What follows belongs to an exercise in optimizing a design on an open flow for small area and a short achievable clock period; a production flow would make more cautious choices. Only simulation tests tie the RTL to the original design; equivalence was not proved. Power is estimated from default activity; no workload was simulated.

**config.mk**
```make
export PLATFORM = sky130hd
export DESIGN_NAME = TLB
export DESIGN_NICKNAME = TLB
export VERILOG_FILES = /design/flow/design.v
export SDC_FILE = /design/flow/constraint.sdc
export NUM_CORES = 4
export LEC_CHECK = 0
export CAP_MARGIN = 5
export CORE_MARGIN = 2
export CORE_UTILIZATION = 40
export PLACE_DENSITY = 0.8
export SETUP_SLACK_MARGIN = 2.0
export SLEW_MARGIN = 5
export SYNTH_HIERARCHICAL = 1
```
**constraint.sdc**
```tcl
create_clock -name core_clock -period 6.5 [get_ports {clk}]
set_input_delay 1.3000 -clock core_clock [delete_from_list [all_inputs] [get_ports {clk}]]
set_output_delay 1.3000 -clock core_clock [all_outputs]
set_load 0.01 [all_outputs]
```
**design.v**
```verilog
module TLB(
    input clk,
    input reset,
    output io_req_ready,
    input  io_req_valid,
    input [6:0] io_req_bits_asid,
    input [27:0] io_req_bits_vpn,
    input  io_req_bits_passthrough,
    input  io_req_bits_instruction,
    input  io_req_bits_store,
    output io_resp_miss,
    output[19:0] io_resp_ppn,
    output io_resp_xcpt_ld,
    output io_resp_xcpt_st,
    output io_resp_xcpt_if,
    output[7:0] io_resp_hit_idx,
    input  io_ptw_req_ready,
    output io_ptw_req_valid,
    output[26:0] io_ptw_req_bits_addr,
    output[1:0] io_ptw_req_bits_prv,
    output io_ptw_req_bits_store,
    output io_ptw_req_bits_fetch,
    input  io_ptw_resp_valid,
    input  io_ptw_resp_bits_error,
    input [19:0] io_ptw_resp_bits_pte_ppn,
    input [2:0] io_ptw_resp_bits_pte_reserved_for_software,
    input  io_ptw_resp_bits_pte_d,
    input  io_ptw_resp_bits_pte_r,
    input [3:0] io_ptw_resp_bits_pte_typ,
    input  io_ptw_resp_bits_pte_v,
    input  io_ptw_status_sd,
    input [30:0] io_ptw_status_zero2,
    input  io_ptw_status_sd_rv32,
    input [8:0] io_ptw_status_zero1,
    input [4:0] io_ptw_status_vm,
    input  io_ptw_status_mprv,
    input [1:0] io_ptw_status_xs,
    input [1:0] io_ptw_status_fs,
    input [1:0] io_ptw_status_prv3,
    input  io_ptw_status_ie3,
    input [1:0] io_ptw_status_prv2,
    input  io_ptw_status_ie2,
    input [1:0] io_ptw_status_prv1,
    input  io_ptw_status_ie1,
    input [1:0] io_ptw_status_prv,
    input  io_ptw_status_ie,
    input  io_ptw_invalidate
);
  reg [1:0]   state;           
  reg [32:0]  refill_tag;      
  reg [2:0]   refill_idx;
  reg         refill_store;
  reg         refill_fetch;
  reg [7:1]   plru;
  reg [7:0]   vb;
  reg [32:0]  tag [0:7];
  reg [19:0]  ppn [0:7];
  reg [7:0]   f_low, f_a, f_ws, f_xs, f_xu, f_nds, f_b;
  wire [1:0] priv = (io_ptw_status_mprv & ~io_req_bits_instruction) ?
                    io_ptw_status_prv1 : io_ptw_status_prv;
  wire priv_s = (priv == 2'h1);
  wire vm_on, vm_a, vm_b;
  g_vm vm0 (.vm3(io_ptw_status_vm[3]), .pt(io_req_bits_passthrough), .mprv(io_ptw_status_mprv),
            .instr(io_req_bits_instruction), .prv1_hi(io_ptw_status_prv1[1]),
            .prv_hi(io_ptw_status_prv[1]), .y(vm_on));
  g_vm vm1 (.vm3(io_ptw_status_vm[3]), .pt(io_req_bits_passthrough), .mprv(io_ptw_status_mprv),
            .instr(io_req_bits_instruction), .prv1_hi(io_ptw_status_prv1[1]),
            .prv_hi(io_ptw_status_prv[1]), .y(vm_a));
  g_vm vm2 (.vm3(io_ptw_status_vm[3]), .pt(io_req_bits_passthrough), .mprv(io_ptw_status_mprv),
            .instr(io_req_bits_instruction), .prv1_hi(io_ptw_status_prv1[1]),
            .prv_hi(io_ptw_status_prv[1]), .y(vm_b));
  wire bad_va = io_req_bits_vpn[27] ^ io_req_bits_vpn[26];
  wire [32:0] key = {io_req_bits_asid[5:0], io_req_bits_vpn[26:0]};
  wire [7:0] hits;        
  wire [7:0] vh [0:3];
  wire [7:0] dmiss;       
  wire [7:0] e_ld, e_st, e_if;
  wire [7:0] errv;
  wire nvm = ~vm_on;
  genvar i, b;
  generate
    for (i = 0; i < 8; i = i + 1) begin : ent
      wire uok = priv_s | f_low[i];
      assign dmiss[i] = io_req_bits_store & f_nds[i] & uok;
      assign e_ld[i] = ~(f_a[i] & uok);
      assign e_st[i] = ~(f_ws[i] & uok);
      assign e_if[i] = dmiss[i] ? ~f_b[i] : ~(priv_s ? f_xs[i] : f_xu[i]);
      assign errv[i] = ~f_nds[i] & f_b[i];
      wire [35:0] m;
      for (b = 0; b < 33; b = b + 1) begin : cmp
        g_xnor2 x (.a(tag[i][b]), .b(key[b]), .y(m[b]));
      end
      g_xnor2 x27 (.a(tag[i][26]), .b(io_req_bits_vpn[27]), .y(m[33]));
      assign m[34] = vb[i];
      assign m[35] = 1'b1;
      wire [8:0] gn;
      for (b = 0; b < 8; b = b + 1) begin : l1
        g_nand4 n (.a(m[4*b]), .b(m[4*b+1]), .c(m[4*b+2]), .d(m[4*b+3]), .y(gn[b]));
      end
      g_nand3 n8 (.a(m[32]), .b(m[33]), .c(m[34]), .y(gn[8]));
      wire [2:0] h;
      for (b = 0; b < 3; b = b + 1) begin : l2
        g_nor3 o (.a(gn[3*b]), .b(gn[3*b+1]), .c(gn[3*b+2]), .y(h[b]));
      end
      g_and3 ha (.a(h[0]), .b(h[1]), .c(h[2]), .y(hits[i]));
      wire vhn;
      g_nand4 hv (.a(h[0]), .b(h[1]), .c(h[2]), .d(i < 4 ? vm_a : vm_b), .y(vhn));
      g_inv hv0 (.a(vhn), .y(vh[0][i]));
      g_inv hv1 (.a(vhn), .y(vh[1][i]));
      g_inv hv2 (.a(vhn), .y(vh[2][i]));
      g_inv hv3 (.a(vhn), .y(vh[3][i]));
    end
  endgenerate
  wire [7:0] ndm = ~dmiss;
  wire [19:0] va = io_req_bits_vpn[19:0];
  wire [3:0] vm_p;
  generate
    for (b = 0; b < 4; b = b + 1) begin : vmc
      g_vm v (.vm3(io_ptw_status_vm[3]), .pt(io_req_bits_passthrough), .mprv(io_ptw_status_mprv),
              .instr(io_req_bits_instruction), .prv1_hi(io_ptw_status_prv1[1]),
              .prv_hi(io_ptw_status_prv[1]), .y(vm_p[b]));
    end
  endgenerate
  wire c_ld, c_st, c_if, c_miss;
  g_cterms ct (.va(va), .v27(io_req_bits_vpn[27]), .v26(io_req_bits_vpn[26]), .vm(vm_on),
               .c_ld(c_ld), .c_st(c_st), .c_if(c_if), .c_miss(c_miss));
  g_sel8c s_ld (.s(vh[0]), .d(e_ld), .c(c_ld), .y(io_resp_xcpt_ld));
  g_sel8c s_st (.s(vh[1]), .d(e_st), .c(c_st), .y(io_resp_xcpt_st));
  g_sel8c s_if (.s(vh[2]), .d(e_if), .c(c_if), .y(io_resp_xcpt_if));
  g_sel8cn s_m (.s(vh[3]), .d(ndm), .c(c_miss), .y(io_resp_miss));
  generate
    for (b = 0; b < 20; b = b + 1) begin : pb
      g_sel8c s (.s(vh[b / 5]),
                 .d({ppn[7][b], ppn[6][b], ppn[5][b], ppn[4][b],
                     ppn[3][b], ppn[2][b], ppn[1][b], ppn[0][b]}),
                 .c(~vm_p[b / 5] & va[b]), .y(io_resp_ppn[b]));
    end
  endgenerate
  wire tlb_hit = vm_on & |(hits & ndm);
  assign io_resp_hit_idx = hits;
  assign io_req_ready = (state == 2'h0);
  assign io_ptw_req_valid = (state == 2'h1);
  assign io_ptw_req_bits_addr = refill_tag[26:0];
  assign io_ptw_req_bits_prv = io_ptw_status_prv;
  assign io_ptw_req_bits_store = refill_store;
  assign io_ptw_req_bits_fetch = refill_fetch;
  wire hidx2 = |hits[7:4];
  wire hidx1 = hits[7] | hits[6] | hits[3] | hits[2];
  wire hidx0 = hits[7] | hits[5] | hits[3] | hits[1];
  wire v2 = plru[1];
  wire v1 = v2 ? plru[3] : plru[2];
  wire v0 = v2 ? (v1 ? plru[7] : plru[6]) : (v1 ? plru[5] : plru[4]);
  wire [2:0] first_inv = ~vb[0] ? 3'd0 : ~vb[1] ? 3'd1 : ~vb[2] ? 3'd2 :
                         ~vb[3] ? 3'd3 : ~vb[4] ? 3'd4 : ~vb[5] ? 3'd5 :
                         ~vb[6] ? 3'd6 : 3'd7;
  wire [2:0] repl = (&vb) ? {v2, v1, v0} : first_inv;
  wire [3:0] typ = io_ptw_resp_bits_pte_typ;
  wire [19:0] np = io_ptw_resp_bits_pte_ppn;
  wire n_rx = (np[19:18] == 2'b00);
  wire n_rw2 = (np >= 20'h40008) & (np <= 20'h40010);
  wire n_rr = n_rx | (np[19:3] == 17'h08000) | n_rw2;
  wire n_rw = n_rx | n_rw2;
  wire n_base = ~io_ptw_resp_bits_error & io_ptw_resp_bits_pte_v & (typ >= 4'h2);
  wire n_low = ~typ[3];
  wire n_a = n_base & n_rr;
  wire n_ws = n_base & typ[0] & n_rw;
  wire n_xs = n_base & typ[1] & (typ >= 4'h4) & n_rx;
  wire n_xu = n_base & n_low & typ[1] & n_rx;
  wire n_nds = n_base & typ[0] & ~io_ptw_resp_bits_pte_d;
  wire n_b = n_nds ? n_rx : io_ptw_resp_bits_error;
  wire accept = io_req_ready & io_req_valid;
  wire [7:0] clear_mask = io_ptw_invalidate ? 8'hff : (errv | (hits & dmiss));
  wire fill = (state == 2'h2) & io_ptw_resp_valid;
  integer j;
  always @(posedge clk) begin
    if (reset)
      state <= 2'h0;
    else if (io_ptw_resp_valid)
      state <= 2'h0;
    else if (state == 2'h2 && io_ptw_invalidate)
      state <= 2'h3;
    else if (state == 2'h1 && io_ptw_req_ready)
      state <= io_ptw_invalidate ? 2'h3 : 2'h2;
    else if (state == 2'h1 && io_ptw_invalidate)
      state <= 2'h0;
    else if (accept & io_resp_miss)
      state <= 2'h1;
    if (io_req_ready) begin
      refill_tag <= key;
      refill_idx <= repl;
      refill_store <= io_req_bits_store;
      refill_fetch <= io_req_bits_instruction;
    end
    if (reset)
      plru <= 7'h0;
    else if (io_req_valid & tlb_hit) begin
      plru[1] <= ~hidx2;
      if (~hidx2) plru[2] <= ~hidx1; else plru[3] <= ~hidx1;
      case ({hidx2, hidx1})
        2'd0: plru[4] <= ~hidx0;
        2'd1: plru[5] <= ~hidx0;
        2'd2: plru[6] <= ~hidx0;
        default: plru[7] <= ~hidx0;
      endcase
    end
    if (reset)
      vb <= 8'h0;
    else if (io_ptw_invalidate | accept)
      vb <= vb & ~clear_mask;
    else if (fill)
      vb[refill_idx] <= 1'b1;
    for (j = 0; j < 8; j = j + 1)
      if (io_ptw_resp_valid && refill_idx == j) begin
        tag[j] <= refill_tag;
        ppn[j] <= np;
        f_low[j] <= n_low;
        f_a[j] <= n_a;
        f_ws[j] <= n_ws;
        f_xs[j] <= n_xs;
        f_xu[j] <= n_xu;
        f_nds[j] <= n_nds;
        f_b[j] <= n_b;
      end
  end
endmodule
module g_xnor2(input a, input b, output y);
  assign y = ~(a ^ b);
endmodule
module g_nand4(input a, input b, input c, input d, output y);
  assign y = ~(a & b & c & d);
endmodule
module g_nand3(input a, input b, input c, output y);
  assign y = ~(a & b & c);
endmodule
module g_nor3(input a, input b, input c, output y);
  assign y = ~(a | b | c);
endmodule
module g_and3(input a, input b, input c, output y);
  assign y = a & b & c;
endmodule
module g_inv(input a, output y);
  assign y = ~a;
endmodule
module g_and4(input a, input b, input c, input d, output y);
  assign y = a & b & c & d;
endmodule
module g_vm(input vm3, input pt, input mprv, input instr, input prv1_hi, input prv_hi,
            output y);
  assign y = vm3 & ~pt & ~((mprv & ~instr) ? prv1_hi : prv_hi);
endmodule
module g_sel8c(input [7:0] s, input [7:0] d, input c, output y);
  wire [3:0] t;
  g_a22oi a0 (.a1(s[0]), .a2(d[0]), .b1(s[1]), .b2(d[1]), .y(t[0]));
  g_a22oi a1 (.a1(s[2]), .a2(d[2]), .b1(s[3]), .b2(d[3]), .y(t[1]));
  g_a22oi a2 (.a1(s[4]), .a2(d[4]), .b1(s[5]), .b2(d[5]), .y(t[2]));
  g_a221oi a3 (.a1(s[6]), .a2(d[6]), .b1(s[7]), .b2(d[7]), .c1(c), .y(t[3]));
  g_nand4 n (.a(t[0]), .b(t[1]), .c(t[2]), .d(t[3]), .y(y));
endmodule
module g_sel8cn(input [7:0] s, input [7:0] d, input c, output y);
  wire [3:0] t;
  g_a22oi a0 (.a1(s[0]), .a2(d[0]), .b1(s[1]), .b2(d[1]), .y(t[0]));
  g_a22oi a1 (.a1(s[2]), .a2(d[2]), .b1(s[3]), .b2(d[3]), .y(t[1]));
  g_a22oi a2 (.a1(s[4]), .a2(d[4]), .b1(s[5]), .b2(d[5]), .y(t[2]));
  g_a221oi a3 (.a1(s[6]), .a2(d[6]), .b1(s[7]), .b2(d[7]), .c1(c), .y(t[3]));
  g_and4 n (.a(t[0]), .b(t[1]), .c(t[2]), .d(t[3]), .y(y));
endmodule
module g_cterms(input [19:0] va, input v27, input v26, input vm,
                output c_ld, output c_st, output c_if, output c_miss);
  wire bad, x_ok, n1, n2, n3, n4, n5, ha, hb, hi, lo_r, lo_w, z30;
  g_xor2 xb (.a(v27), .b(v26), .y(bad));
  g_nor2 xo (.a(va[19]), .b(va[18]), .y(x_ok));
  g_nor3 o1 (.a(va[17]), .b(va[16]), .c(va[15]), .y(n1));
  g_nor3 o2 (.a(va[14]), .b(va[13]), .c(va[12]), .y(n2));
  g_nor3 o3 (.a(va[11]), .b(va[10]), .c(va[9]), .y(n3));
  g_nor3 o4 (.a(va[8]), .b(va[7]), .c(va[6]), .y(n4));
  g_nor3b o5 (.a(va[5]), .b(va[19]), .cn(va[18]), .y(n5));
  g_nand3 a1 (.a(n1), .b(n2), .c(n3), .y(ha));
  g_nand2 a2 (.a(n4), .b(n5), .y(hb));
  g_nor2 hh (.a(ha), .b(hb), .y(hi));
  g_nor4 z (.a(va[3]), .b(va[2]), .c(va[1]), .d(va[0]), .y(z30));
  g_o41ai lr (.a1(va[3]), .a2(va[2]), .a3(va[1]), .a4(va[0]), .b1(va[4]), .y(lo_r));
  g_mux2 lw (.s(va[4]), .a1(z30), .a0(va[3]), .y(lo_w));
  g_cfin fl (.bad(bad), .vm(vm), .x_ok(x_ok), .hi(hi), .lo(lo_r), .y(c_ld));
  g_cfin fs (.bad(bad), .vm(vm), .x_ok(x_ok), .hi(hi), .lo(lo_w), .y(c_st));
  g_cfin fx (.bad(bad), .vm(vm), .x_ok(x_ok), .hi(1'b0), .lo(1'b0), .y(c_if));
  g_or2b fm (.a(bad), .bn(vm), .y(c_miss));
endmodule
module g_cfin(input bad, input vm, input x_ok, input hi, input lo, output y);
  assign y = bad | ~(vm | x_ok | (hi & lo));
endmodule
module g_xor2(input a, input b, output y);
  assign y = a ^ b;
endmodule
module g_nor2(input a, input b, output y);
  assign y = ~(a | b);
endmodule
module g_nand2(input a, input b, output y);
  assign y = ~(a & b);
endmodule
module g_nor3b(input a, input b, input cn, output y);
  assign y = ~(a | b | ~cn);
endmodule
module g_nor4(input a, input b, input c, input d, output y);
  assign y = ~(a | b | c | d);
endmodule
module g_o41ai(input a1, input a2, input a3, input a4, input b1, output y);
  assign y = ~((a1 | a2 | a3 | a4) & b1);
endmodule
module g_or2b(input a, input bn, output y);
  assign y = a | ~bn;
endmodule
module g_mux2(input s, input a1, input a0, output y);
  assign y = s ? a1 : a0;
endmodule
module g_a221oi(input a1, input a2, input b1, input b2, input c1, output y);
  assign y = ~((a1 & a2) | (b1 & b2) | c1);
endmodule
module g_a22oi(input a1, input a2, input b1, input b2, output y);
  assign y = ~((a1 & a2) | (b1 & b2));
endmodule
```
**flow/run.sh**
```bash
#!/bin/bash
# The standard layout flow, except that:
#  - the buffers put on the input and output ports are sky130_fd_sc_hd__buf_1
#    cells instead of the default delay buffer (timing repair resizes the ones
#    on critical paths);
#  - clock tree synthesis uses clkbuf_8 buffers for clusters of up to 16
#    flip-flops and inserts no dummy loads.
# The full output of the flow goes to standard.log in the folder this runs in.
set -euo pipefail
export BUFFER_PORTS_ARGS="-buffer_cell sky130_fd_sc_hd__buf_1"
export CTS_ARGS="-sink_clustering_enable -repair_clock_nets -dont_use_dummy_load -buf_list sky130_fd_sc_hd__clkbuf_8 -sink_clustering_size 16 -sink_clustering_max_diameter 70"
bash standard.sh > standard.log 2>&1
```
**standard.sh**
```bash
#!/bin/bash
# synth_recipe.tcl (not shown) runs the flow's synth.tcl, then flattens the netlist and writes it again
# the make line also repeats each setting of config.mk as NAME=value (left out here)
make -C /OpenROAD-flow-scripts/flow DESIGN_CONFIG=/design/flow/config.mk WORK_HOME=/design/flow/orfs CLKGATE_MAP_FILE= SYNTH_SCRIPT=/design/flow/synth_recipe.tcl "${@:-finish}"
```
==> results.yml, run 1 <==
run_status:
  outcome: "finished clean"
logic_synthesis:
  synth_ff_type: "sky130_fd_sc_hd__edfxtp_1"
  yosysMostFrequentCell: "sky130_fd_sc_hd__edfxtp_1"
  synth_cell_types: 59
  synth-edff-count: 518
  synth_top_cells_by_count: "518 x sky130_fd_sc_hd__edfxtp_1, 273 x sky130_fd_sc_hd__xnor2_1, 97 x sky130_fd_sc_hd__nand4_1"
  synth_top_cell_by_area: "sky130_fd_sc_hd__edfxtp_1"
  netlist.area_leader.share: 0.681
  seq_area_frac_synth: 0.696
  synth_top_cells_by_area: "sky130_fd_sc_hd__edfxtp_1 68%, sky130_fd_sc_hd__xnor2_1 10%, sky130_fd_sc_hd__a22oi_2 3.9%"
  synth_seq_cells: 535
  async_flop_share: 0
  syn-cell-area_um2: 22800
  syn_area_per_cell_um2: 16.4
  synthesis.yosys.warnings: 11
  syn-instance-count: 1396
setup_path:
  timing.rr.end: "plru[6]"
  critical_path.max_fanout: 7
  worst-endpoint-required_ps: 5200
  worst-setup-path-type: "primary input to output pin"
  crit_path_max_incr_delay_ps: 370
  timing.critical_path.from_type: "primary input"
  rr_worst_depth: 9
  critPathCaptureType: "output pin"
  timing.critical_path.arrival_ps: 3280
  critical_path.slowest_cell: "sky130_fd_sc_hd__nor3_4"
  crit_path_frequent_cell: "sky130_fd_sc_hd__nand4_1"
  r2r_slack_ps: 3530
  startpoint_of_the_most_critical_register_to_register_path: "tag[4][4]"
  cp_cell_sequence: "buf_12 > buf_8 > xnor2_2 > nand4_1 > nor3_4 > nand4_1 > buf_6 > inv_8 > a22oi_2 > nand4_1 > buf_2"
placed_design:
  final_hpwl_dp_um: 37700
  post-place-cells: 2270
  detailedPlace.worstSlack_ps: 1030
  buffer_ports.inserted: 140
  place_congestion: 0.922
  postPlaceCellArea_um2: 24200
timing:
  timing.final.setup_violations: 0
  slew_viol_final: 0
  rsz0062_at_grt: "yes"
  fmax_mhz: 218
  final.setup.tns_ps: 0
  finalWorstSetupSlack_ps: 1920
  layout_min_cycle_time_ps: 4580
  tightestPinTransition_ps: 1020
  worst_slew_margin_rel: 0.320
  timing.final.hold_violations: 0
  final_min_period_over_clock_period: 0.705
  fin_worst_skew_ps: 94.9
  timing.hold.ws_ps: 503
clock_network:
  worst_skew_late_latency_ps: 620
  cts.reportedPaths.clkPinSlew_ps: 100
  tritoncts.num_buffers: 39
  level_count_of_the_clock_h_tree: 2
  tritoncts: "done"
  clk_path_buf_depth: 3
  clock_sink_count: 535
  clk_root_buffer_cell: "sky130_fd_sc_hd__clkbuf_8"
grt:
  globalRouteTotalUtil: 0.182
  first_pass_grt_wire_length_um: 81200
  globalRouteOverflowTotal: 0
  grt_start_max_net_pins: 61
  first_global_vias: 12922
  antenna_found_initial: 6
cells_and_area:
  largest_register_by_flop_count: "tag"
  post_route_cells_drive_above_1_share: 0.211
  layout.area.seq_um2: 15900
  areaGrowthSynthToFinish_pct: 11.2
  final_core_utilization: 0.451
  layout.cells.non_filler: 2338
  fin_area_um2: 25400
  fillerInstances: 4879
  largest_register_ff_count: 264
  area_of_combinational_cells_with_multiple_inputs_um2: 6680
  biggest_registers_after_layout: "tag: 264 flops, ppn: 160 flops, refill_tag: 33 flops"
  layout.nets: 1724
power_and_ir_drop:
  power.ir.vdd_worst_mv: 0.0951
  power.density_nw_per_um2: 227
  fin_total_pwr_mw: 5.77
  p_leak_nw: 7.94
min_path:
  hold_wc_path_type: "flip-flop to flip-flop"
  timing.hold.worst_endpoint: "plru[6]"
  worst_hold_startpoint: "plru[6]"
  holdPathStages: 2
floorplanning:
  design.die.area_um2: 59000
  core_area_um2: 56400
  pin_count: 204
  die_width_um: 243
  floorplan.initialDensity: 0.405
  placementRows: 87
  fp.dieH_um: 243
job:
  maxCapViolations: 0
routing:
  routed_wire_length_per_instance_um: 23.5
  post-route-drc-count: 0
  routed_via_density: 5.51
  wl_um: 54900
  drt.antenna.violating_nets: 0
  route.vias.total: 12889
  starting_drc_count_in_detailed_routing: 1278
  1st_pass_router_iterations: 6
[modules after synthesis (local to each module, per instance), a selection]
module | cells inside | copies in the design | flops+latches
g_a22oi | 1 | 72 | 0
g_nor2 | 1 | 2 | 0
g_nand3 | 1 | 9 | 0
g_xor2 | 1 | 1 | 0
TLB | 811 | 1 | 535
g_and4 | 1 | 1 | 0
[critical path: cells and delay by family]
kind,cells,cell delay [ps]
and+or+nand+nor,4,1000
buffers and inverters,5,750
xor gates and xnor gates,1,130
AOI/OAI and AO/OA,1,80
[area by class of cell]
class	instances	area share
Sequential cell	535	0.626
Inverter	60	0.0114
Antenna cell	5	0.000492
Clock buffer	39	0.0211
Multi-Input combinational cell	766	0.263
Tap cell	756	0.0372
Timing Repair Buffer	177	0.0411
[layer usage]
layer	wire length, µm	part of all wire	vias to the layer above	global-route usage
met3	4050	0.074	126	0.0328
met1	22600	0.41	6461	0.243
met4	1810	0.033	2	0.0666
met5	10	0.00018	-	0
met2	26400	0.48	604	0.299
li1	-	-	5696	-
[what timing repair did]
action | 4_1_cts | 5_1_grt
buffers inserted | 19 | 5
pin swaps | 36 | 31
resized for setup | 170 | 57
hold buffers | 0 | 0
endpoints found under the setup margin | 32 | 24
[placed cells by master, fill, tap and decap left out, drive strengths merged, types with 11 or more instances in the layout]
cell type / n
xnor2: 273
nand4: 97
nand2b: 20
mux2i: 14
clkbuf: 50
nor3: 34
nand3: 15
edfxtp: 518
nor2b: 26
nand2: 12
o21ai: 26
nor2: 23
buf: 166
a22oi: 73
and3: 11
inv: 57
dfxtp: 17
a21oi: 18
a221oi: 25
[power by group]
part           total, mW  switching, mW  internal [mW]
clock network       1.52          0.981          0.541
registers           3.87         0.0459           3.82
logic              0.377          0.228          0.149
[worst max path at each step]
stage                         start         endpoint  slack, ps  cells after the start
6_report         io_req_bits_vpn[4]  io_resp_ppn[13]       1920                     11
4_1_cts        io_ptw_status_prv[1]     io_resp_miss       2000                     11
3_5_place_dp     io_req_bits_vpn[4]     io_resp_miss       1030                     10
3_3_place_gp     io_req_bits_vpn[4]     io_resp_miss       1100                     10
2_1_floorplan    io_ptw_status_mprv  io_resp_xcpt_if       2410                      7
5_1_grt          io_req_bits_vpn[4]  io_resp_ppn[13]       1870                     11
[cells by family after synthesis]
kind of cell,count (synthesis),synth area share
AO/OA/AOI/OAI,190,0.0884
XOR/XNOR,274,0.105
flip-flops,535,0.696
buffers and inverters,96,0.0205
AND/OR/NAND/NOR,271,0.0760
adder cells (fa/ha/maj),6,0.00329
other,1,0.000164
multiplexers,23,0.0107
==> inputs of run 2 (changes only) <==
--- a/config.mk
+++ b/config.mk
@@ -5,10 +5,10 @@
 export SDC_FILE = /design/flow/constraint.sdc
 export NUM_CORES = 4
 export LEC_CHECK = 0
-export CAP_MARGIN = 5
+export CAP_MARGIN = 20
 export CORE_MARGIN = 2
 export CORE_UTILIZATION = 40
 export PLACE_DENSITY = 0.8
 export SETUP_SLACK_MARGIN = 2.0
-export SLEW_MARGIN = 5
+export SLEW_MARGIN = 20
 export SYNTH_HIERARCHICAL = 1
==> results.yml, run 2 <==
cells_and_area:
  final_common_cell: "sky130_fd_sc_hd__edfxtp_1"
  layout_common_cells: "518 x sky130_fd_sc_hd__edfxtp_1, 269 x sky130_fd_sc_hd__xnor2_1, 97 x sky130_fd_sc_hd__nand4_1"
  layout.cells.non_filler: 2338
  post_route_cells_drive_above_1_share: 0.211
  largest_register_by_flop_count: "tag"
  largest_register_ff_count: 264
  layout.nets: 1724
  biggest_registers_after_layout: "tag: 264 flops, ppn: 160 flops, refill_tag: 33 flops"
  areaGrowthSynthToFinish_pct: 11.2
setup_path:
  r2r_slack_ps: 3530
  critical-path-top-delay-family: "simple AND/OR/NAND/NOR gates"
  critical_path.slowest_cell: "sky130_fd_sc_hd__nor3_4"
  critical_path_cell_count: 11
  crit_path_max_incr_delay_ps: 370
  worst-setup-path-type: "primary input to output pin"
  critical_path.max_fanout: 7
  crit_path_frequent_cell: "sky130_fd_sc_hd__nand4_1"
  rr_worst_depth: 9
  timing.critical_path.arrival_ps: 3280
  critPathBufInv: 5
  critPathCaptureType: "output pin"
  timing.critical_path.from_type: "primary input"
  cp_cell_sequence: "buf_12 > buf_8 > xnor2_2 > nand4_1 > nor3_4 > nand4_1 > buf_6 > inv_8 > a22oi_2 > nand4_1 > buf_2"
  worst-endpoint-required_ps: 5200
clock_network:
  level_count_of_the_clock_h_tree: 2
  tritoncts.num_buffers: 39
  tritoncts: "done"
  clk_root_buffer_cell: "sky130_fd_sc_hd__clkbuf_8"
  clock_sink_count: 535
  clk_path_buf_depth: 3
  worst_skew_late_latency_ps: 620
  cts.reportedPaths.clkPinSlew_ps: 100
floorplanning:
  floorplan.initialDensity: 0.405
  pin_count: 204
  die_width_um: 243
  placementRows: 87
  design.die.area_um2: 59000
  fp.dieH_um: 243
  core_area_um2: 56400
logic_synthesis:
  synth_seq_cells: 535
  synth_top_cells_by_count: "518 x sky130_fd_sc_hd__edfxtp_1, 273 x sky130_fd_sc_hd__xnor2_1, 97 x sky130_fd_sc_hd__nand4_1"
  synth_top_cells_by_area: "sky130_fd_sc_hd__edfxtp_1 68%, sky130_fd_sc_hd__xnor2_1 10%, sky130_fd_sc_hd__a22oi_2 3.9%"
  syn-cell-area_um2: 22800
  synth-edff-count: 518
  synth_ff_type: "sky130_fd_sc_hd__edfxtp_1"
  syn-instance-count: 1396
  netlist.area_leader.share: 0.681
  seq_area_frac_synth: 0.696
  synthesis.yosys.warnings: 11
  synth_top_cell_by_area: "sky130_fd_sc_hd__edfxtp_1"
  async_flop_share: 0
  synth_cell_types: 59
  syn_area_per_cell_um2: 16.4
  yosysMostFrequentCell: "sky130_fd_sc_hd__edfxtp_1"
power_and_ir_drop:
  p_leak_nw: 7.94
  power.density_nw_per_um2: 227
  power.ir.vdd_worst_mv: 0.0951
grt:
  globalRouteOverflowTotal: 0
  first_pass_grt_wire_length_um: 81200
  antenna_found_initial: 6
  grt_start_max_net_pins: 61
  first_global_vias: 12922
  globalRouteTotalUtil: 0.182
timing:
  final.setup.tns_ps: 0
  finalWorstSetupSlack_ps: 1920
  fmax_mhz: 218
  tightestPinTransition_ps: 1020
  timing.final.hold_violations: 0
  worst_slew_margin_rel: 0.320
  final_min_period_over_clock_period: 0.705
  timing.final.setup_violations: 0
  rsz0062_at_grt: "yes"
  slew_viol_final: 0
  fin_worst_skew_ps: 94.9
  layout_min_cycle_time_ps: 4580
routing:
  routed_via_density: 5.51
  post-route-drc-count: 0
  1st_pass_router_iterations: 6
  routed_wire_length_per_instance_um: 23.5
  drt.antenna.violating_nets: 0
  starting_drc_count_in_detailed_routing: 1278
  route.vias.total: 12889
  wl_um: 54900
placed_design:
  final_hpwl_dp_um: 37700
  place_congestion: 0.922
  buffer_ports.inserted: 140
  detailedPlace.worstSlack_ps: 1030
  post-place-cells: 2270
min_path:
  hold_wc_path_type: "flip-flop to flip-flop"
  holdPathStages: 2
job:
  maxCapViolations: 0
run_status:
  outcome: "finished clean"
==> run 2: logic make-up after synthesis <==
kind of cell	Yosys count	synth area share
mux	23	0.0107
flops	535	0.696
simple gates	271	0.0760
fa+ha+maj	6	0.00329
other cells	1	0.000164
xor+xnor	274	0.105
compound gates	190	0.0884
buf+inv	96	0.0205
==> run 2: final timing paths <==
path / start / endpoint
setup / recovery: io_req_bits_vpn[4] / io_resp_ppn[13]
hold / removal: plru[6] / plru[6]
setup reg to reg: tag[4][4] / plru[6]
hold reg to reg: plru[6] / plru[6]
==> run 2: where the power goes <==
part / internal [mW] / switching, mW
Combinational: 0.149 / 0.228
Sequential: 3.82 / 0.0459
Clock: 0.541 / 0.981
==> run 2: per-module statistics from Yosys (local to each module, per instance), excerpt <==
module	flip-flops and latches	cell area (µm²)
TLB	535	17600
g_vm	0	46.3
g_a221oi	0	15.0
g_nor3	0	10.0
g_xnor2	0	8.76
g_xor2	0	8.76
g_nand4	0	6.26
g_or2b	0	6.26
g_nand3	0	5.00
g_nor2	0	3.75
g_inv	0	3.75
==> run 2: worst min-delay path: stages, from the launching register on <==
cell	delay, ps
sky130_fd_sc_hd__dfxtp_1	330
sky130_fd_sc_hd__nand2b_1	70
sky130_fd_sc_hd__mux2i_1	60
==> run 2: layer usage <==
metal / GRT usage / wire length (µm) / part of all wire / vias to the layer above
met5: 0 / 10 / 0.00018 / -
met4: 0.0666 / 1810 / 0.033 / 2
li1: - / - / - / 5696
met2: 0.299 / 26400 / 0.48 / 604
met3: 0.0328 / 4050 / 0.074 / 126
met1: 0.243 / 22600 / 0.41 / 6461
==> run 2: what timing repair did <==
item,CTS,global route
endpoints found under the setup margin,32,24
buffers inserted,19,5
pin swaps,36,31
gates resized for setup,170,57
hold buffers,0,0
==> run 2: layout make-up <==
type	count	area, µm²
Clock buffer	39	537
Inverter	60	289
Tap cell	756	946
Timing Repair Buffer	177	1040
Antenna cell	5	12.5
Multi-Input combinational cell	766	6680
Sequential cell	535	15900
Fill cell	4879	31000
==> run 2: through the flow <==
step / instance area [µm²] / total power [mW] / hold WS (ps) / util
6_report: 25400 / 5.77 / 503 / 0.451
5_1_grt: 25400 / 5.93 / 534 / 0.451
2_1_floorplan: 22800 / 4.12 / 448 / -
4_1_cts: 25200 / 5.79 / 504 / 0.447
3_3_place_gp: 24200 / 4.28 / 459 / 0.429
3_5_place_dp: 24200 / 4.29 / 490 / 0.429
==> inputs of run 3 (changes only) <==
--- a/flow/run.sh
+++ b/flow/run.sh
@@ -4,9 +4,11 @@
 #    cells instead of the default delay buffer (timing repair resizes the ones
 #    on critical paths);
 #  - clock tree synthesis uses clkbuf_8 buffers for clusters of up to 16
-#    flip-flops and inserts no dummy loads.
+#    flip-flops and inserts no dummy loads;
+#  - timing-driven global placement weights critical nets more strongly.
 # The full output of the flow goes to standard.log in the folder this runs in.
 set -euo pipefail
 export BUFFER_PORTS_ARGS="-buffer_cell sky130_fd_sc_hd__buf_1"
 export CTS_ARGS="-sink_clustering_enable -repair_clock_nets -dont_use_dummy_load -buf_list sky130_fd_sc_hd__clkbuf_8 -sink_clustering_size 16 -sink_clustering_max_diameter 70"
+export GLOBAL_PLACEMENT_ARGS="-timing_driven_net_weight_max 4 -timing_driven_nets_percentage 20"
 bash standard.sh > standard.log 2>&1
--- a/config.mk
+++ b/config.mk
@@ -8,7 +8,6 @@
 export CAP_MARGIN = 20
 export CORE_MARGIN = 2
 export CORE_UTILIZATION = 40
-export PLACE_DENSITY = 0.8
 export SETUP_SLACK_MARGIN = 2.0
 export SLEW_MARGIN = 20
 export SYNTH_HIERARCHICAL = 1
==> results.yml, run 3 <==
clock_network:
  clk_path_buf_depth: 3
  clk_root_buffer_cell: "sky130_fd_sc_hd__clkbuf_8"
  level_count_of_the_clock_h_tree: 2
  cts.reportedPaths.clkPinSlew_ps: 90
  cts-hold-fix-buffers: 0
  clock_sink_count: 535
  worst_skew_late_latency_ps: 630
  tritoncts: "done"
  tritoncts.num_buffers: 40
cells_and_area:
  final_common_cell: "sky130_fd_sc_hd__edfxtp_1"
  post_route_cells_drive_above_1_share: 0.233
  largest_register_ff_count: 264
  layout.nets: 1753
  fillerInstances: 5021
  final_core_utilization: 0.460
  layout_common_cells: "518 x sky130_fd_sc_hd__edfxtp_1, 257 x sky130_fd_sc_hd__xnor2_1, 97 x sky130_fd_sc_hd__nand4_1"
  biggest_registers_after_layout: "tag: 264 flops, ppn: 160 flops, refill_tag: 33 flops"
  largest_register_by_flop_count: "tag"
  areaGrowthSynthToFinish_pct: 13.6
setup_path:
  critical_path.max_fanout: 6
  worst-setup-path-type: "primary input to output pin"
  worst-endpoint-required_ps: 5200
  timing.critical_path.arrival_ps: 3270
  timing.critical_path.from_type: "primary input"
  critPathCaptureType: "output pin"
logic_synthesis:
  netlist.area_leader.share: 0.681
  yosysMostFrequentCell: "sky130_fd_sc_hd__edfxtp_1"
  synth_top_cell_by_area: "sky130_fd_sc_hd__edfxtp_1"
  seq_area_frac_synth: 0.696
  syn-instance-count: 1396
  async_flop_share: 0
  synth-edff-count: 518
  syn_area_per_cell_um2: 16.4
  syn-cell-area_um2: 22800
  synth_ff_type: "sky130_fd_sc_hd__edfxtp_1"
  synth_cell_types: 59
  synth_top_cells_by_area: "sky130_fd_sc_hd__edfxtp_1 68%, sky130_fd_sc_hd__xnor2_1 10%, sky130_fd_sc_hd__a22oi_2 3.9%"
  synthesis.yosys.warnings: 11
  synth_seq_cells: 535
  synth_top_cells_by_count: "518 x sky130_fd_sc_hd__edfxtp_1, 273 x sky130_fd_sc_hd__xnor2_1, 97 x sky130_fd_sc_hd__nand4_1"
floorplanning:
  core_area_um2: 56400
  fp.dieH_um: 243
  design.die.area_um2: 59000
  placementRows: 87
  die_width_um: 243
  pin_count: 204
  floorplan.initialDensity: 0.405
timing:
  final.setup.tns_ps: 0
  slew_viol_final: 0
  timing.final.hold_violations: 0
  fmax_mhz: 219
  rsz0062_at_grt: "yes"
  worst_slew_margin_rel: 0.278
  timing.final.setup_violations: 0
  tightestPinTransition_ps: 1080
  fin_worst_skew_ps: 35.1
  layout_min_cycle_time_ps: 4570
  final_min_period_over_clock_period: 0.703
job:
  maxCapViolations: 0
routing:
  route.layer.met1.wl_um: 25700
  post-route-drc-count: 0
  highest-signal-layer: "met5"
  dr_wl_met3_um: 3410
  routed_via_density: 5.40
  starting_drc_count_in_detailed_routing: 1064
  wl_um: 57900
  drt.antenna.violating_nets: 0
  1st_pass_router_iterations: 5
  met2RoutedLength_um: 27600
  routed_wire_length_per_instance_um: 24.5
  route.vias.total: 12759
placed_design:
  final_hpwl_dp_um: 37200
  place_congestion: 0.919
  buffer_ports.inserted: 140
grt:
  grt_start_max_net_pins: 61
  antenna_found_initial: 6
  first_global_vias: 12532
  first_pass_grt_wire_length_um: 83800
  globalRouteTotalUtil: 0.192
  globalRouteOverflowTotal: 0
min_path:
  hold_wc_path_type: "flip-flop to flip-flop"
power_and_ir_drop:
  power.ir.vdd_worst_mv: 0.128
  p_leak_nw: 8.15
  power.density_nw_per_um2: 226
run_status:
  outcome: "finished clean"
[run 3: cell counts after synthesis]
Identical to the previous run, type by type.
[run 3: timing repair]
item | 4_1_cts | 5_1_grt
gates resized for setup | 198 | 94
pin swaps | 41 | 47
cloned | 3 | 4
buffers inserted | 32 | 12
endpoints found under the setup margin | 32 | 24
[run 3: critical path, stage by stage]
cell	delay, ps
sky130_fd_sc_hd__buf_8	110
sky130_fd_sc_hd__buf_12	140
sky130_fd_sc_hd__buf_6	110
sky130_fd_sc_hd__xnor2_2	110
sky130_fd_sc_hd__nand4_1	160
sky130_fd_sc_hd__nor3_4	360
sky130_fd_sc_hd__nand4_1	200
sky130_fd_sc_hd__buf_6	220
sky130_fd_sc_hd__clkinv_8	70
sky130_fd_sc_hd__a22oi_2	50
sky130_fd_sc_hd__nand4_1	240
sky130_fd_sc_hd__buf_2	190
[run 3: routing by layer]
layer,GRT usage,vias up
li1,-,5763
met1,0.267,6481
met2,0.312,433
met3,0.0305,76
met4,0.0549,6
met5,0,-
[run 3: final cells by class]
class                           count  area (µm²)  share of cell area
Timing Repair Buffer              205        1370              0.0528
Sequential cell                   535       15900               0.613
Inverter                           60         384              0.0148
Clock buffer                       40         551              0.0212
Tap cell                          756         946              0.0365
Antenna cell                        2        5.00            0.000193
Multi-Input combinational cell    766        6790               0.262
[run 3: per-module statistics from Yosys (local to each module, per instance), a selection]
module / flops+latches / times used / area (µm²)
TLB: 535 / 1 / 17600
g_and3: 0 / 8 / 6.26
g_cterms: 0 / 1 / 3.75
g_mux2: 0 / 1 / 15.0
g_nand2: 0 / 1 / 3.75
g_nor2: 0 / 2 / 3.75
g_nor3b: 0 / 1 / 12.5
g_nor4: 0 / 1 / 12.5
g_o41ai: 0 / 1 / 16.3
g_xor2: 0 / 1 / 8.76
[run 3: logic make-up after synthesis]
family	after synthesis	synth area share
mux	23	0.0107
xor+xnor	274	0.105
compound gates	190	0.0884
buf+inv	96	0.0205
flops	535	0.696
simple gates	271	0.0760
other cells	1	0.000164
fa+ha+maj	6	0.00329
[run 3: power breakdown]
group	total (mW)	internal (mW)	switching, mW
clock	1.59	0.555	1.03
sequential	3.87	3.82	0.0479
combinational	0.404	0.168	0.236
[run 3: final timing paths]
path,startpoint,slack (ps),depth (start not counted),to
hold reg to reg,plru[7],500,2,plru[7]
setup / recovery,io_req_bits_vpn[5],1930,12,io_resp_ppn[17]
hold / removal,plru[7],500,2,plru[7]
setup reg to reg,tag[6][7],3440,11,plru[6]
[run 3: stage by stage]
stage	total power, mW	std cells	setup slack, ps	hold WS, ps	area (µm²)
finish	5.86	2364	1930	496	25900
global route	6.05	2363	1850	517	25900
CTS	5.89	2346	2000	494	25500
detailed placement	4.30	2271	1020	481	24200
global placement	4.29	2271	1080	460	24200
floorplan	4.12	1397	2410	448	22800
==> inputs of run 4 (changes only) <==
==> flow/run.sh (replaced) <==
#!/bin/bash
# The standard layout flow, except that:
#  - the buffers put on the input and output ports are sky130_fd_sc_hd__buf_1
#    cells instead of the default delay buffer (timing repair resizes the ones
#    on critical paths);
#  - clock tree synthesis uses clkbuf_4 and clkbuf_8 buffers for clusters of up to 10
#    flip-flops and inserts no dummy loads.
# The full output of the flow goes to standard.log in the folder this runs in.
set -euo pipefail
export BUFFER_PORTS_ARGS="-buffer_cell sky130_fd_sc_hd__buf_1"
export CTS_ARGS="-sink_clustering_enable -repair_clock_nets -dont_use_dummy_load -buf_list {sky130_fd_sc_hd__clkbuf_4 sky130_fd_sc_hd__clkbuf_8} -sink_clustering_size 10 -sink_clustering_max_diameter 50"
bash standard.sh > standard.log 2>&1
--- a/config.mk
+++ b/config.mk
@@ -8,6 +8,7 @@
 export CAP_MARGIN = 20
 export CORE_MARGIN = 2
 export CORE_UTILIZATION = 40
+export PLACE_DENSITY = 0.8
 export SETUP_SLACK_MARGIN = 2.0
 export SLEW_MARGIN = 20
 export SYNTH_HIERARCHICAL = 1
==> results.yml, run 4 <==
logic_synthesis:
  synth_cell_types: 59
  synth_top_family_by_area: "XOR/XNOR gates"
  syn-cell-area_um2: 22800
  yosysMostFrequentCell: "sky130_fd_sc_hd__edfxtp_1"
  netlist.area_leader.share: 0.681
  seq_area_frac_synth: 0.696
  synth-edff-count: 518
  synthesis.yosys.warnings: 11
  synth_ff_type: "sky130_fd_sc_hd__edfxtp_1"
  post_synth_fa_ha_maj_area_fraction: 0.00329
  synth_top_cell_by_area: "sky130_fd_sc_hd__edfxtp_1"
  post_synth_xor_area_fraction: 0.105
  synth_seq_cells: 535
  synth_simple_gate_area_share: 0.0760
  async_flop_share: 0
  syn-instance-count: 1396
  synth.mux.area_fraction: 0.0107
  syn_area_per_cell_um2: 16.4
  synth_top_cells_by_area: "sky130_fd_sc_hd__edfxtp_1 68%, sky130_fd_sc_hd__xnor2_1 10%, sky130_fd_sc_hd__a22oi_2 3.9%"
  synth_top_cells_by_count: "518 x sky130_fd_sc_hd__edfxtp_1, 273 x sky130_fd_sc_hd__xnor2_1, 97 x sky130_fd_sc_hd__nand4_1"
  compound_gate_portion_of_the_synthesized_area: 0.0884
floorplanning:
  placementRows: 87
  floorplan.initialDensity: 0.405
  fp.dieH_um: 243
  pin_count: 204
  die_width_um: 243
  design.die.area_um2: 59000
  core_area_um2: 56400
power_and_ir_drop:
  power.density_nw_per_um2: 236
  comb_power_share: 0.064
  clkPwrFrac: 0.306
  power.ir.vdd_worst_mv: 0.146
  swShare: 0.219
  switching_power_mw: 1.34
  p_leak_nw: 8.24
  reg_power_frac: 0.631
  internal_power_mw: 4.80
routing:
  routed_via_density: 5.50
  wl_um: 55900
  routed_wire_length_per_instance_um: 23.7
  1st_pass_router_iterations: 6
  route.vias.total: 12964
  starting_drc_count_in_detailed_routing: 1218
  post-route-drc-count: 0
  drt.antenna.violating_nets: 0
cells_and_area:
  largest_register_by_flop_count: "tag"
  fin_area_um2: 26000
  area_of_combinational_cells_with_multiple_inputs_um2: 6900
  biggest_registers_after_layout: "tag: 264 flops, ppn: 160 flops, refill_tag: 33 flops"
  largest_register_ff_count: 264
  areaGrowthSynthToFinish_pct: 13.9
  post_route_cells_drive_above_1_share: 0.231
  layout_common_cells: "518 x sky130_fd_sc_hd__edfxtp_1, 246 x sky130_fd_sc_hd__xnor2_1, 97 x sky130_fd_sc_hd__nand4_1"
  layout.area.seq_um2: 15900
  layout.nets: 1744
  fillerInstances: 4812
  final_core_utilization: 0.462
  final_common_cell: "sky130_fd_sc_hd__edfxtp_1"
setup_path:
  worst_setup_path_startpoint: "io_req_bits_vpn[22]"
  critical_path.slowest_cell: "sky130_fd_sc_hd__nor3_4"
  timing.critical_path.arrival_ps: 3260
  crit_path_max_incr_delay_ps: 360
  crit_path_frequent_cell: "sky130_fd_sc_hd__nand4_1"
  critPathCaptureType: "output pin"
  worst-setup-path-type: "primary input to output pin"
  r2r_slack_ps: 3590
  critPathBufInv: 4
  worst-endpoint-required_ps: 5200
  cp_cell_sequence: "buf_6 > xnor2_2 > nand4_1 > nor3_4 > nand4_1 > buf_6 > inv_8 > a22oi_2 > nand4_1 > buf_2"
  critical-path-top-delay-family: "simple AND/OR/NAND/NOR gates"
  critical_path.max_fanout: 9
  startpoint_of_the_most_critical_register_to_register_path: "tag[6][4]"
  timing.critical_path.from_type: "primary input"
grt:
  first_pass_grt_wire_length_um: 82000
  globalRouteOverflowTotal: 0
  antenna_found_initial: 8
  globalRouteTotalUtil: 0.184
  grt_start_max_net_pins: 61
  first_global_vias: 13153
timing:
  final_min_period_over_clock_period: 0.701
  rsz0062_at_grt: "yes"
  timing.hold.ws_ps: 500
  fin_worst_skew_ps: 74.6
  timing.final.hold_violations: 0
  slew_viol_final: 0
  worst_slew_margin_rel: 0.307
  timing.final.setup_violations: 0
  fmax_mhz: 220
  layout_min_cycle_time_ps: 4560
  final.setup.tns_ps: 0
  tightestPinTransition_ps: 1040
placed_design:
  final_hpwl_dp_um: 37700
  place_congestion: 0.922
  buffer_ports.inserted: 140
  postPlaceCellArea_um2: 24200
clock_network:
  cts.reportedPaths.clkPinSlew_ps: 70
  clk_path_buf_depth: 3
  level_count_of_the_clock_h_tree: 2
  cts-hold-fix-buffers: 0
  clock_sink_count: 535
  tritoncts: "done"
  clk_root_buffer_cell: "sky130_fd_sc_hd__clkbuf_8"
  worst_skew_late_latency_ps: 670
  tritoncts.num_buffers: 60
min_path:
  hold_wc_path_type: "flip-flop to flip-flop"
  worst_hold_startpoint: "plru[4]"
run_status:
  outcome: "finished clean"
job:
  maxCapViolations: 0
-- run 4: routing by layer --
layer | vias to the layer above | track usage | routed length, µm
li1 | 5728 | - | -
met1 | 6501 | 0.241 | 22400
met2 | 596 | 0.299 | 27200
met3 | 135 | 0.0363 | 4310
met4 | 4 | 0.0807 | 1940
met5 | - | 0 | 20
-- run 4: logic make-up (layout without fill, tap and decap cells) --
logic type,after synthesis,after routing
and+or+nand+nor,271,271
muxes,23,23
adders and majority gates,6,6
buffers and inverters,96,296
other,1,8
xor gates and xnor gates,274,274
DFF,535,535
AOI/OAI and AO/OA,190,190
-- run 4: final timing paths --
kind / end / depth (start not counted)
max: io_resp_ppn[13] / 10
min: plru[4] / 2
max reg2reg: plru[6] / 10
min reg2reg: plru[4] / 2
-- run 4: cell type report --
cell class | instances | area share
antenna | 6 | 0.000577
clock buffer | 60 | 0.0317
inverter | 60 | 0.0123
multi-input combinational | 766 | 0.265
sequential | 535 | 0.611
tap | 756 | 0.0363
timing repair buffer | 176 | 0.0432
-- run 4: repair_timing --
item                       CTS  global route
pin swaps                   38            53
setup endpoints to repair   32            24
gates cloned                 0             0
buffers inserted            19             4
gates resized for setup    171           117
-- run 4: power by group through the flow --
stage          Clock (mW)  Combinational [mW]  Sequential [mW]
2_1_floorplan           0               0.196             3.93
3_3_place_gp            0               0.334             3.94
3_5_place_dp            0               0.344             3.95
4_1_cts              1.92               0.366             3.87
5_1_grt              2.02               0.417             3.88
6_report             1.88               0.391             3.87
-- run 4: worst min-delay path: stages, from the launching register on --
cell and delay, ps:
sky130_fd_sc_hd__dfxtp_1 310, sky130_fd_sc_hd__nand2b_1 70, sky130_fd_sc_hd__mux2i_1 70
-- run 4: per-stage QoR --
step	power [mW]	instances	setup WS (ps)
finish	6.14	2359	1940
global route	6.31	2358	1900
CTS	6.16	2349	2000
detailed placement	4.29	2270	1030
global placement	4.28	2270	1100
floorplan	4.12	1397	2410
-- run 4: modules after synthesis (local to each module, per instance), a selection --
module | cells inside | flip-flops and latches | area, µm² | copies in the design
g_and4 | 1 | 0 | 8.76 | 1
g_nor4 | 1 | 0 | 12.5 | 1
g_mux2 | 1 | 0 | 15.0 | 1
g_o41ai | 1 | 0 | 16.3 | 1
g_inv | 1 | 0 | 3.75 | 32
g_xor2 | 1 | 0 | 8.76 | 1
g_vm | 4 | 0 | 46.3 | 7
g_nor2 | 1 | 0 | 3.75 | 2
TLB | 811 | 535 | 17600 | 1
g_or2b | 1 | 0 | 6.26 | 1
g_nor3 | 1 | 0 | 10.0 | 28
g_xnor2 | 1 | 0 | 8.76 | 272
g_nor3b | 1 | 0 | 12.5 | 1

[afterwards: timing with drivers on the ports]
The flow's constraints put no driver on any port. The routed layouts listed below were extracted and timed again, unchanged, in two steps. Step 1, drivers: a clkbuf_16 drives clk and a buf_2 each remaining input, both assumed. Step 2 moves the port delays by t, midway between the first and last clock arrival at a register: inputs arrive t later, outputs are due t later. That takes back most of the time a late clock gives input paths. Slacks: ideal ports / drivers / drivers and shift; pairs: ideal ports / drivers.
run | shift t [ns] | setup WS [ns] | worst setup path at the end | latest minus earliest clock arrival (ns) | worst register clock-pin slew, ns
run 1 | 0.629 | 1.916 / 1.870 / 1.870 | input to output | 0.098 / 0.098 | 0.11 / 0.11
run 2 | 0.629 | 1.916 / 1.870 / 1.870 | input to output | 0.098 / 0.098 | 0.11 / 0.11
run 3 | 0.677 | 1.928 / 1.890 / 1.890 | input to output | 0.051 / 0.051 | 0.11 / 0.11
run 4 | 0.686 | 1.945 / 1.889 / 1.889 | input to output | 0.074 / 0.075 | 0.08 / 0.08
After both steps every run listed still meets setup and hold. For run 4, which loses most, drivers alone change the setup slack by -0.056 ns; drivers and shift together by -0.056 ns.
